Source: an optimization exercise on an open RTL-to-GDS flow (aim: small area, a short achievable clock period and few clock cycles per item). Production flows keep margins and buffers that such runs may drop.
In this exercise RTL edits were held to simulation tests only and were not proved equivalent to the original.
Power figures rest on the tool's default switching activity, not on a simulated workload.

Design mul, start of the top module:
module mul (
    input wire clk,
    input wire reset,
    input wire rd_en,
    input wire wr_en,
    input wire [31:0] wr_data_1,
    input wire [31:0] wr_data_2,
    output wire [63:0] rd_data,
    output reg wr_ready,
    output reg rd_ready,
    output reg rd_val
);
For scale: ~3900 cells after synthesis, about 340 flip-flops, roughly 140 I/O pins, ~37000 µm² of cells after synthesis.
Settings: LEC_CHECK=0, ABC_AREA=1, CAP_MARGIN=20, CORE_MARGIN=2, CORE_UTILIZATION=40, SLEW_MARGIN=20, SYNTH_HIERARCHICAL=1; clock period 11.0 ns.
standard.sh (not shown) runs the stock make flow with config.mk's settings and CLKGATE_MAP_FILE= SYNTH_SCRIPT=/design/flow/synth_recipe.tcl, a recipe that flattens the netlist after the stock synthesis.
==> flow/flow/run.sh <==
#!/bin/bash
set -euo pipefail
MARGIN=6.5
bash standard.sh SETUP_SLACK_MARGIN=$MARGIN finish > standard_flow.log 2>&1
Testbench counts at the start, summed over its fixed seeds: cycles 536, items 512.
Change:
==> flow/flow/run.sh (replaced) <==
#!/bin/bash
set -euo pipefail
MARGIN=7.5
bash standard.sh SETUP_SLACK_MARGIN=$MARGIN finish > standard_flow.log 2>&1
Worst setup slack gains 0.092 ns; total power rises by 17%; combinational power rises by 24%; clock power rises by about 5%; worst hold slack loses 0.013 ns; flip-flop and latch count does not change; via count rises by 8.5%; wire length rises by 14%.

========
Another version of the RTL of mul (not shown whole).
Size: roughly 3200 cells after synthesis, roughly 390 flip-flops, roughly 36000 µm² of cells after synthesis.
export LEC_CHECK = 0
export ABC_AREA = 1
export CAP_MARGIN = 20
export CORE_MARGIN = 2
export CORE_UTILIZATION = 40
export CTS_BUF_LIST = sky130_fd_sc_hd__clkbuf_8
export CTS_CLUSTER_SIZE = 24
export SLEW_MARGIN = 20
export SYNTH_HIERARCHICAL = 1
create_clock -name core_clock -period 11.0 [get_ports {clk}]
==> flow/flow/run.sh <==
#!/bin/bash
set -euo pipefail
MARGIN=7.5
bash standard.sh SETUP_SLACK_MARGIN=$MARGIN \
  "BUFFER_PORTS_ARGS=-buffer_cell sky130_fd_sc_hd__buf_2" \
  finish > standard_flow.log 2>&1
The starting point completed without violations.
Testbench counts at the start, summed over its fixed seeds: cycles 536, items 512.
Then changed:
- CORE_UTILIZATION: 40 -> 50
- CTS_BUF_LIST: sky130_fd_sc_hd__clkbuf_8 -> default
- CTS_CLUSTER_SIZE: 24 -> default
Outcome: Register-to-register slack hardly moves; cell area is about the same; first-iteration DRC count came out higher by roughly a tenth; setup slack is about the same; routed wire length barely changes; fmax barely changes; critical path depth does not change; cell count came out lower by a few percent; clock skew came out lower by 0.019 ns; utilization came out higher by 11 points.
Then changed:
- CORE_UTILIZATION: 50 -> 40
- CTS_CLUSTER_DIAMETER: default -> 110
- CTS_CLUSTER_SIZE: default -> 22
Effect:
- setup slack gains 0.040 ns
- register-to-register slack improves by 0.04 ns
- design area drops by 1.6%
- synthesized cell count is unchanged
- first-iteration DRC count shrinks by 15%
- wire length shrinks by 1.7%
- non-clock buffer count went down by 1
- hold slack gains 0.0065 ns
- area after synthesis is unchanged
- total power came out lower by 5.1%
- global-route usage shrinks by 6.8 points
Then changed:
- CTS_CLUSTER_DIAMETER: 110 -> 150
- CTS_CLUSTER_SIZE: 22 -> 30
Outcome:
- The new run finished with timing, DRC and antenna clean
- combinational power came out higher slightly
- routed wire length barely changes
- register-to-register slack degrades by 0.03 ns

========
Another version of the RTL of mul (not shown whole).
Size: ~3,200 cells after synthesis, about 390 flip-flops.
export LEC_CHECK = 0
export ABC_AREA = 1
export CAP_MARGIN = 20
export CORE_MARGIN = 2
export CORE_UTILIZATION = 40
export CTS_CLUSTER_DIAMETER = 110
export CTS_CLUSTER_SIZE = 22
export SLEW_MARGIN = 20
export SYNTH_HIERARCHICAL = 1
create_clock -name core_clock -period 11.0 [get_ports {clk}]
Scripts as last shown in full above: flow/flow/run.sh
Testbench counts at the start, summed over its fixed seeds: cycles 536, items 512.
Rerun with:
- TNS_END_PERCENT: default -> 10
After rerunning:
- final area is lower slightly
- fmax is lower by a few percent
- worst setup slack is worse by 0.10 ns
- sequential power hardly moves
- register-to-register slack is worse by 0.06 ns
- die area does not change
- clock-buffer cell count is lower by 1
- clock power is lower by a few percent
- worst hold slack stays flat
- clock skew is about the same
- sequential share of layout area is higher by 0.11 points
Rerun with:
- CTS_CLUSTER_DIAMETER: 110 -> 120
- CTS_CLUSTER_SIZE: 22 -> 26
- TNS_END_PERCENT: 10 -> default
Sequential power is about the same.
Register-to-register slack is better by 0.02 ns.
Count of clock-buffer cells in the layout fell by 4.
Rerun with:
- CTS_CLUSTER_DIAMETER: 120 -> 110
- CTS_CLUSTER_SIZE: 26 -> 22
- PLACE_DENSITY: default -> 0.5
Outcome: Total power goes up by 4.0%; setup slack improved by 0.0089 ns; via count is about the same; register-to-register slack hardly moves; clock skew goes up by 0.0083 ns; sequential share of layout area goes down by 0.37 points; clock-buffer cell count goes up by 7; utilization goes up by 0.53 points.

========
## run A
Starting RTL as in the previous note.
clock: 11.0 ns
lec_check: 0
abc_area: 1
cap_margin: 20
core_margin: 2
core_utilization: 40
cts_cluster_diameter: 110
cts_cluster_size: 22
place_density: 0.75
slew_margin: 20
synth_hierarchical: 1
Scripts as last shown in full above: flow/flow/run.sh
Run A has completed all stages; timing, DRC and antenna checks passed.
Testbench counts of run A, summed over its fixed seeds: cycles 536, items 512.
--- input diff run A..run B ---
Settings: clearing PLACE_DENSITY, which used to be 0.75.
diff --git a/flow/flow/run.sh b/flow/flow/run.sh
--- a/flow/flow/run.sh
+++ b/flow/flow/run.sh
@@ -2,3 +2,3 @@
 set -euo pipefail
-MARGIN=7.5
+MARGIN=7.56
 bash standard.sh SETUP_SLACK_MARGIN=$MARGIN \
Results
Run A: done, clean on timing, DRC and antenna
Run B ended with every stage complete and zero timing, DRC or antenna violations.
Delta (run B minus run A): slew at the pin with the worst max-slew slack rose 0.15 ns, clock latency reported for the late side of the worst-skew pair about even, number of gates resized after cts rose 36, final non-filler cell total about even, global router's overall resource usage rose 1.0 points.
Reported for run A and run B, remaining routing DRC violations turned out identical to the last digit.
met4 as the uppermost signal routing layer after detailed routing was reported by run B, and met5 by run A.
Total power (higher): run B
Comparing run B with run A, the worst hold slack across all endpoints came out essentially unchanged.
Diff run A -> run B: utilization picked up an extra 0.27 points, sequential share of cell area down 0.18 points.
### run B -> run C
Settings: putting TNS_END_PERCENT at 0 where nothing was set.
diff --git a/flow/flow/run.sh b/flow/flow/run.sh
--- a/flow/flow/run.sh
+++ b/flow/flow/run.sh
@@ -2,3 +2,3 @@
 set -euo pipefail
-MARGIN=7.56
+MARGIN=7.5
 bash standard.sh SETUP_SLACK_MARGIN=$MARGIN \
Run C vs. run B: final weighted congestion of routability-driven global placement grew by about 0.7%, flip-flop and latch share of the layout cell area picked up an extra 0.38 points. On sequential area share after synthesis, run B tracks run C almost exactly. Run B → run C: overall power of the completed layout fell about 3%; share of the synthesized netlist area taken by xor and xnor gates essentially unchanged; largest voltage drop on the vdd net moved up; minimum clock period increased by 0.15 ns relative to the old numbers. | longest individual stage delay on the worst path | run C vs run B | 0.04 ns higher |. Compared with run B, run C shows a global-route usage that is 0.24 points lower. Sort run B and run C by fmax asc -> top: run C.
### run C -> run D
Settings: CTS_CLUSTER_SIZE now 20, was 22; TNS_END_PERCENT no longer set, was 0; CTS_CLUSTER_DIAMETER now 100, was 110.
Notes after the runs:
- Delta (run D minus run C): layout clock buffer count has increased; detail-routed via count per cell went up 0.35%; clock latency on the worst-skew pair held steady.
- Comparing proportion of cell area occupied by registers for run C and run D, the bigger number came from run C.
- Of run C and run D, run C shows the lower worst slack after detailed placement, with run D above it.
- Diff run C -> run D | number of ordinary and repair buffers in the finished layout | down by a few percent
- Total routing usage reported by global routing in run D is 0.28 points higher than in run C
- For run C, the startpoint of the most critical setup path was a1_n[17], unlike run D, where it was e1_n[2].
- From run C to run D the numbers moved as follows: peak clock frequency supported by timing rose 8.5 MHz, wire length of the first global-routing pass rose about 1%, layout-stage area growth over the synthesis result rose 1.0 points, final period utilization fell 0.97 points.
[inputs] run E vs run D
Settings: CTS_CLUSTER_DIAMETER changed from 100 to 110; CTS_CLUSTER_SIZE changed from 20 to 22; SLEW_MARGIN changed from 20 to 5; CAP_MARGIN changed from 20 to 5.
==> results.txt <==
Wire length: run E and run D compared, lower one is run D. Looking only at relative area change from synthesis to final layout, and setting everything else aside, the higher value of run E and run D goes to run D. On final cell count without fillers, run D tracks run E almost exactly. Run E -> run D: number of antenna diodes delta 0, exact match. Run E ends up with a max-slew headroom at the worst pin that is 29 points lower than in run D. Run E vs. run D: count of nets after finishing has remained practically unchanged, highest clock frequency the design can meet has remained practically unchanged, actual slew at the worst max-slew pin has increased. A start point of the critical path of a1_n[17] is what run E shows, while e1_n[2] belongs to run D. The run showing the greater internal cell power is run D. The run with more setup slack is run E; run D has less.
Here is what was changed in the inputs of run F compared with run E.
Settings: CAP_MARGIN now 20, was 5; SLEW_MARGIN now 20, was 5.
diff --git a/flow/flow/run.sh b/flow/flow/run.sh
--- a/flow/flow/run.sh
+++ b/flow/flow/run.sh
@@ -2,3 +2,3 @@
 set -euo pipefail
-MARGIN=7.5
+MARGIN=7.44
 bash standard.sh SETUP_SLACK_MARGIN=$MARGIN \
--- outcome ---
Run F ended with every stage complete and zero timing, DRC or antenna violations.
When run F is measured against run E, its critical path data required time turns out 0.03 ns higher.
Diff run E..run F | sequential cell count | unchanged
Delta (run F minus run E): number of search-and-repair iterations in the first detailed-routing pass fell by 1; global routing met1 resource utilization stayed essentially flat.
Relative to run E, the global-route track usage on met3 of run F is lower by 0.29 points.

========
RTL: one of the versions met above, not the one the previous note started from.
For scale: about 3200 cells after synthesis, ~390 flip-flops, roughly 140 I/O pins, about 36000 um2 of cells after synthesis.
export LEC_CHECK = 0
export ABC_AREA = 1
export CAP_MARGIN = 20
export CORE_MARGIN = 2
export CORE_UTILIZATION = 40
export SLEW_MARGIN = 20
export SYNTH_HIERARCHICAL = 1
create_clock -name core_clock -period 11.0 [get_ports {clk}]
==> flow/flow/run.sh <==
#!/bin/bash
set -euo pipefail
MARGIN=7.4
bash standard.sh SETUP_SLACK_MARGIN=$MARGIN \
  "BUFFER_PORTS_ARGS=-buffer_cell sky130_fd_sc_hd__buf_2" \
  finish > standard_flow.log 2>&1
The baseline finished clean.
Testbench counts at the start, summed over its fixed seeds: cycles 536, items 512.
Then changed:
--- a/flow/flow/run.sh
+++ b/flow/flow/run.sh
@@ -3 +3 @@
-MARGIN=7.4
+MARGIN=7.5
The changed run completed without violations.
Power goes down by 0.63%.
Synthesized area is unchanged.
Worst setup slack gains 0.12 ns.
Final area goes up by 0.48%.
Routed wire length stays flat.
Die area does not change.
Cell count barely changes.
Synthesized cell count is unchanged.
Clock-buffer cell count goes up by 1.

separate check: timing with driven ports:
The results above use ideal ports. As a check the final layouts listed here were re-extracted and re-timed, cells and wires unchanged. Step 1 sets driving cells, clkbuf_16 on the clock port and buf_2 on the other inputs (assumed; they add their load-dependent delay and slew). Step 2, shift: input delay + t, output delay - t, t = (earliest + latest rising clock arrival at the registers) / 2. This alone moves slack from input paths to output paths. Slacks: ideal ports / drivers / drivers and shift; pairs: ideal ports / drivers.
| run | t, ns | slack for setup (ns) | worst setup path after step 2 | slew at the worst register clock pin (ns) |
|---|---|---|---|---|
| the first run of note 1 | 0.647 | 6.592 / 6.592 / 6.161 | input to register | 0.06 / 0.06 |
| the second run of note 1 | 0.655 | 6.684 / 6.684 / 6.684 | register to register | 0.07 / 0.07 |
| the first run of note 2 | 0.732 | 7.470 / 7.470 / 7.005 | input to register | 0.07 / 0.07 |
| the second run of note 2 | 0.667 | 7.470 / 7.470 / 7.186 | input to register | 0.06 / 0.06 |
| the third run of note 2 | 0.659 | 7.510 / 7.468 / 7.114 | input to register | 0.09 / 0.09 |
| the fourth run of note 2 | 0.625 | 7.485 / 7.439 / 7.103 | input to register | 0.12 / 0.12 |
| the first run of note 3 | 0.653 | 7.537 / 7.537 / 7.040 | input to register | 0.10 / 0.10 |
| the second run of note 3 | 0.667 | 7.433 / 7.370 / 6.992 | input to register | 0.10 / 0.10 |
| the third run of note 3 | 0.651 | 7.496 / 7.496 / 7.051 | input to register | 0.11 / 0.11 |
| the fourth run of note 3 | 0.684 | 7.505 / 7.505 / 6.998 | input to register | 0.10 / 0.10 |
| run A | 0.651 | 7.462 / 7.462 / 7.220 | input to register | 0.09 / 0.09 |
| run B | 0.653 | 7.549 / 7.539 / 7.168 | input to register | 0.10 / 0.10 |
| run C | 0.669 | 7.402 / 7.374 / 7.011 | input to register | 0.10 / 0.10 |
| run D | 0.658 | 7.509 / 7.509 / 7.047 | input to register | 0.09 / 0.09 |
| run E | 0.655 | 7.517 / 7.517 / 6.969 | input to register | 0.10 / 0.10 |
| run F | 0.656 | 7.441 / 7.418 / 7.026 | input to register | 0.10 / 0.10 |
| the first run of note 5 | 0.663 | 7.380 / 7.380 / 6.899 | input to register | 0.07 / 0.07 |
| the second run of note 5 | 0.664 | 7.504 / 7.488 / 7.048 | input to register | 0.07 / 0.07 |
After both steps setup and hold are still met in every run listed. The setup slack of run E, which loses most, moves by 0.000 ns with the drivers and by -0.548 ns with both steps.
